This is an optimization exercise on Yosys and OpenROAD, whose aim is small area, a short achievable clock period and few clock cycles, not a production implementation. Function not checked in this run: the RTL went through the layout flow alone.

## design/flow/design.v

```verilog
module MandelbrotGen(
		input Clk_100M,           
		input  [4:0]BTNS,         
		input  SW0,               
		input  SW15,              
		output reg [18:0] addrA,  
		output reg [11:0] dinA,   
		output reg wea            
    );
reg [9:0] x_count;                  
reg [18:0] pix_addr;                
reg signed[17:0] shift_val;         
reg signed[17:0] C_real_start;      
reg signed[17:0] C_imag_start;      
reg signed [17:0] C_real;           
reg signed[17:0] C_imag ;           
reg [11:0] iterations;              
reg signed [17:0] Z_real;           
reg signed [17:0] Z_imag;           
reg signed[35:0] Temp_Z_imag_real;  
reg signed [35:0] temp_imag;        
reg signed [35:0] temp_real;        
reg signed[17:0] Z_real2;           
reg signed[17:0] Z_imag2;           
reg signed[17:0] Z_imag2_re2_sum;   
reg Count;                          
always @(posedge Clk_100M) begin
wea <= 1'b0;
if (SW15 == 1) begin
	x_count           = 0;
	pix_addr         <= 0;
	addrA            <= 0;
	dinA             <= 0;
	shift_val         = 18'sb0000_0000_0001_0000_00;  
	C_real            = 18'sb1110_1100_0000_0000_00;  
	C_imag            = 18'sb0000_1111_0000_0000_00;  
	C_real_start      = C_real;
	C_imag_start      = C_imag;
	Z_real            = C_real;
	Z_imag            = C_imag; 
	iterations       <= 1;
	Count            <= 0;
end  
else if (|BTNS) begin                                       
		pix_addr    <= 0;                                        
		x_count      = 0;                                        
		iterations  <= 1;                                        
		Count       <= Count + 1'b1;
		if (BTNS[0] == 1) begin                                  
			C_imag_start       = C_imag_start - (shift_val<<5);   
		end
		else if (BTNS[1] == 1) begin                             
			C_imag_start       = C_imag_start + (shift_val<<5) ;  
		end 
		else if (BTNS[3] == 1) begin                             
			C_real_start       = C_real_start  - (shift_val<<5);  
		end
		else if (BTNS[4] == 1) begin                             
			C_real_start       = C_real_start  + (shift_val<<5);  
		end
		if (SW0 == 0) begin                                     
			if(BTNS[2] == 1) begin                               
				shift_val          = shift_val <<1;               
				C_imag_start       = C_imag_start  <<1;
				C_real_start       = C_real_start  <<1;
			end
		end else begin                                          
			if(BTNS[2] == 1) begin		                          
				shift_val          = shift_val >> 1;              
				C_imag_start       = C_imag_start  >>>1;
				C_real_start       = C_real_start  >>>1;
			end
		end
		C_real           = C_real_start;                       
		C_imag           = C_imag_start;  
		Z_real           = C_real_start;
		Z_imag           = C_imag_start;   
end  
else begin
	Count <= Count + 1'b1;
	if (Count) begin
					temp_real       = Z_real*Z_real;             
					Z_real2         = temp_real[31:14];          
					temp_imag       = Z_imag*Z_imag;             
					Z_imag2         = temp_imag[31:14];			   
					Z_imag2_re2_sum = Z_real2 + Z_imag2;         
					if ((Z_imag2_re2_sum > (18'sb0100_0000_0000_0000_00)) || (iterations == 150)) begin   
						wea        <= 1'b1;                                      
						addrA      <= pix_addr;
						if (iterations == 150) begin                             
							dinA       <= 12'h000;                               
						end else begin
							dinA       <= iterations +12'b0100_0000_0000;        
						end
						C_real = C_real + shift_val;                            
						if (x_count == 639) begin                               
							x_count = 0;
							C_imag  = C_imag - shift_val;                        
							C_real  = C_real_start;                              
							if (pix_addr == 307199) begin                        
								C_imag = C_imag_start;                            
							end
						end else begin                                          
							x_count = x_count + 1;
						end
						if (pix_addr == 307199) pix_addr <= 0;                  
						else                    pix_addr <= pix_addr + 1'b1;
						Z_real      = C_real;                                   
						Z_imag      = C_imag;
						iterations <= 1;
					end else begin                                              
						Temp_Z_imag_real = Z_real*Z_imag;                        
						Temp_Z_imag_real = Temp_Z_imag_real<<1;                  
						Z_imag           = (Temp_Z_imag_real[31:14]) + C_imag;   
						Z_real           = Z_real2 - Z_imag2 + C_real;           
						iterations      <= iterations + 1'b1;                    
					end
	end 
end  
end
endmodule
```

## design/flow/run.sh

```bash
#!/bin/bash
# synth_recipe.tcl (not shown) runs the flow's synth.tcl, then flattens the netlist and writes it again
# the make line also repeats each setting of config.mk as NAME=value (left out here)
make -C /OpenROAD-flow-scripts/flow DESIGN_CONFIG=/design/flow/config.mk WORK_HOME=/design/flow/orfs CLKGATE_MAP_FILE= SYNTH_SCRIPT=/design/flow/synth_recipe.tcl finish
```

## design/flow/config.mk

```make
export PLATFORM = sky130hd
export DESIGN_NAME = MandelbrotGen
export DESIGN_NICKNAME = MandelbrotGen
export VERILOG_FILES = /design/flow/design.v
export SDC_FILE = /design/flow/constraint.sdc
export NUM_CORES = 8
export LEC_CHECK = 0
export CAP_MARGIN = 20
export CORE_MARGIN = 2
export CORE_UTILIZATION = 40
export SLEW_MARGIN = 20
```

## design/flow/constraint.sdc

```tcl
create_clock -name core_clock -period 11.0 [get_ports {Clk_100M}]
set_input_delay 2.2000 -clock core_clock [delete_from_list [all_inputs] [get_ports {Clk_100M}]]
set_output_delay 2.2000 -clock core_clock [all_outputs]
set_load 0.01 [all_outputs]
```

==> summary.txt <==
Status
The flow ran to the end and the layout has no timing, DRC or antenna violations.

Yosys
In this run the cell area of the synthesized design comes to 45300 µm². The net count of the mapped netlist is 6559. The mean post-synth cell area is 8.54 µm². The number of flops mapped to enable cells by yosys is 0. The top flip-flop cell by instance count after synthesis is sky130_fd_sc_hd__dfxtp_1. The number of synthesized register bits is 200. For this run, the number of Yosys warnings is 1.

For this run, asynchronously set or reset flops after synthesis account for 0%. Of the synthesized area, sequential elements account for 8.85%. The post-synthesis cell type count is 93. Counting every instance in the synthesized netlist gives 5299.

Drt
The first detailed-routing pass took 6 iterations. After detailed routing, the number of vias per cell comes to 5.21. The number of routed nets with antenna violations is 0. The first-iteration detailed-routing DRC count is 2341. The final wirelength is 131000 µm.

For this run, design rule violations remaining after detail routing come to 0. The total via count after detailed routing is 35194. In the final routed layout, each cell accounts on average for 19.5 µm.

Clocking
The number of H-tree levels is 4. The CTS clock-pin slew for the worst setup and hold paths is 90 ps. Clock tree synthesis found a total of 200 sinks. The clock tree from TritonCTS is yes. The post-CTS setup buffer count is 0. The number of CTS-inserted buffers is 17.

The root buffer cell chosen for the clock tree is sky130_fd_sc_hd__clkbuf_16. In this run the deepest clock path goes through 2 buffers. For the worst-skew pair, the clock arrives at the later sink with an insertion delay of 480 ps.

Place
Buffers placed on the I/O ports in this run total 39. Detailed placement ended at an HPWL of 108000 µm. Timing analysis after detailed placement gives a worst setup slack of 358 ps. The final RePlAce weighted congestion is 0.938.

Final layout
The fraction of layout instances using a drive strength above 1 is 4.01%. After filler insertion, the fill cell instance count of the layout stands at 11370. The total number of nets in the final design is 6505.

The library cell used most frequently in the layout, excluding fill and tap cells, is sky130_fd_sc_hd__inv_1. Compared with the post-synthesis result, the final layout area differs by 6.10%. In the layout the commonest cells are 1160 x sky130_fd_sc_hd__inv_1, 843 x sky130_fd_sc_hd__fa_1, 592 x sky130_fd_sc_hd__nand2_1.

STA
The final hold violation count is 0. The worst path uses 94.4% of the clock period. The fmax is 96.3 MHz. The post-route clock skew is 18.7 ps.

The transition time at the pin with the least slew margin is 1010 ps. Across all setup checks in the final design, the least slack found is 613 ps. The relative slew slack is 32.6%. The total setup violations reported at the end of the flow is 0. The final-report max-slew violation count was 0.

The worst path in the final design needs a cycle of 10390 ps, including I/O delays and setup. The aggregate negative setup slack is 0 ps.

Worst setup path
The startpoint type of the worst setup path is a flip-flop. Data on the critical path is required at its endpoint by 11350 ps. The nature of the critical path endpoint is a flip-flop. The kind of cell adding the most delay to the critical path is simple AND/OR/NAND/NOR gates. The data arrival time of the critical path is 10730 ps.

Among the stages of the critical path, the cell type that occurs most often is sky130_fd_sc_hd__inv_1. Among all stages on the critical path, the largest delay is contributed by sky130_fd_sc_hd__dfxtp_1. The delay contributed by the slowest stage of the critical path is 680 ps. In this run the worst path has a maximum fanout of 14.

The buffers plus inverters on the worst setup path is 6. The startpoint-to-endpoint class of the critical path is flip-flop to flip-flop.

Flow run
Across the run, the number of max-cap violations was 0.

GRT
The via count of the first global-routing pass is 36663. The number of antenna violations at the first check in global routing is 4. The maximum number of pins on one net before global-route repair is 101. Global routing finished with a remaining overflow of 0. Global routing used 23.2% of the available tracks. The first global-routing pass estimated 210000 µm of wire.

Floorplan
Once the floorplan was initialized, standard cells occupied 40.3% of the core. The floorplan row count is 123. The die covers 116000 µm². In this run the standard cell core region covers 112000 µm². For this design the top-level I/O count stands at 40. The vertical extent of the die is 340 µm.

The die is 340 µm wide.

Worst hold path
The min-delay analysis places its worst path in the category flip-flop to flip-flop.
==> area by class of cell <==
cell class | instances | area (µm²) | share of cell area, %
Antenna cell | 1 | 2.50 | 0.00521
Clock buffer | 18 | 439 | 0.915
Clock inverter | 12 | 111 | 0.232
Inverter | 1168 | 4380 | 9.13
Multi-Input combinational cell | 3706 | 35900 | 74.9
Sequential cell | 200 | 4010 | 8.36
Tap cell | 1500 | 1880 | 3.91
Timing Repair Buffer | 152 | 1240 | 2.58
==> worst reg2reg max path, delay by kind of cell, from the launching register on <==
family                   cells  cell delay (ps)
AO/OA/AOI/OAI                8             1960
XOR/XNOR                     1              210
adder cells (fa/ha/maj)      8             3220
buffers and inverters        6              690
flip-flops                   1              680
AND/OR/NAND/NOR             13             3490
==> metrics by stage <==
stage               std cells  util [%]  hold WS (ps)  instance area, µm²
finish                   6757      42.7           458               48000
global route             6756      42.7           483               48000
CTS                      6756      42.7           460               48000
detailed placement       6726      42.2           446               47400
global placement         6726      42.2           442               47400
floorplan                5299         -           452               45300
==> synth_stat cells (13+ instances only) <==
master | count | area (µm²)
sky130_fd_sc_hd__or2_2 | 13 | 81.3
sky130_fd_sc_hd__nor2_1 | 348 | 1310
sky130_fd_sc_hd__a31oi_1 | 20 | 125
sky130_fd_sc_hd__a21oi_1 | 230 | 1150
sky130_fd_sc_hd__nand2_1 | 592 | 2220
sky130_fd_sc_hd__o211ai_1 | 25 | 188
sky130_fd_sc_hd__dfxtp_1 | 200 | 4000
sky130_fd_sc_hd__ha_1 | 409 | 5120
sky130_fd_sc_hd__o21ai_0 | 131 | 656
sky130_fd_sc_hd__nand2b_1 | 39 | 244
sky130_fd_sc_hd__o22ai_1 | 22 | 138
sky130_fd_sc_hd__nor3_1 | 68 | 340
sky130_fd_sc_hd__mux2i_1 | 52 | 521
sky130_fd_sc_hd__a211oi_1 | 39 | 293
sky130_fd_sc_hd__o21bai_1 | 19 | 143
sky130_fd_sc_hd__xnor2_1 | 161 | 1410
sky130_fd_sc_hd__xor2_1 | 73 | 639
sky130_fd_sc_hd__fa_1 | 843 | 16900
sky130_fd_sc_hd__a21o_1 | 52 | 390
sky130_fd_sc_hd__nand3_1 | 54 | 270
sky130_fd_sc_hd__inv_1 | 1160 | 4350
sky130_fd_sc_hd__o21a_1 | 30 | 225
sky130_fd_sc_hd__and2_1 | 192 | 1200
sky130_fd_sc_hd__clkbuf_1 | 192 | 721
sky130_fd_sc_hd__a211o_1 | 13 | 114
sky130_fd_sc_hd__nand4_1 | 15 | 93.8
sky130_fd_sc_hd__nor2b_1 | 39 | 244
sky130_fd_sc_hd__and3_1 | 25 | 156
==> what timing repair did <==
action | 4_1_cts | 5_1_grt
resized for setup | 0 | 6
hold buffers | 0 | 0
setup endpoints to repair | 0 | 46
==> state kept, by name, summed over array words and instances (netlist names) <==
| name | cells |
|---|---|
| dinA | 12 |
| C_real | 18 |
| x_count | 10 |
| iterations | 12 |
| Z_imag | 18 |
| addrA | 19 |
| C_real_start | 18 |
| shift_val | 18 |
| C_imag | 18 |
| pix_addr | 19 |
| Count | 1 |
| C_imag_start | 18 |
| Z_real | 18 |
| wea | 1 |
==> cells by family after synthesis <==
group	Yosys count	synth area share (%)
AND/OR/NAND/NOR	1444	14.7
flip-flops	200	8.85
AO/OA/AOI/OAI	711	10.1
XOR/XNOR	235	4.56
adder cells (fa/ha/maj)	1252	48.6
buffers and inverters	1393	11.8
multiplexers	64	1.45
==> worst paths after layout <==
check | from | to | slack [ps] | cells after the start
setup reg to reg | Z_imag[2] | Z_real[4] | 610 | 36
hold / removal | addrA[8] | addrA[8] | 460 | 2
setup / recovery | Z_imag[2] | Z_real[4] | 610 | 36
hold reg to reg | addrA[8] | addrA[8] | 460 | 2
==> per-layer routing <==
metal / share of wire, % / GRT usage, %
met5: 0 / 0
met4: 3.4 / 7.32
met3: 6.5 / 3.59
met2: 47 / 38.4
met1: 43 / 31.3

## re-timing with driven ports
How much do the figures lean on ideal ports? The routed layout below was timed once more, with nothing changed but the port constraints. Step 1: set_driving_cell puts a clkbuf_16 on Clk_100M and a buf_2 on each other input, an assumption about the parent block. Step 2 times the ports against the registers' clock, not the clock port: input delays grow and output delays shrink by t, the midpoint of the rising clock arrivals with the driver on. Three values: no drivers, after step 1, after step 2; two values: the first two.
t, ns: 0.532
setup slack, ns: 0.613 / 0.613 / 0.613
slew at the worst register clock pin (ns): 0.09 / 0.09
pins driven straight from the clock port: 1
After both steps setup and hold are still met in this run. The setup slack of this run moves by 0.000 ns with the drivers and by 0.000 ns with both steps.
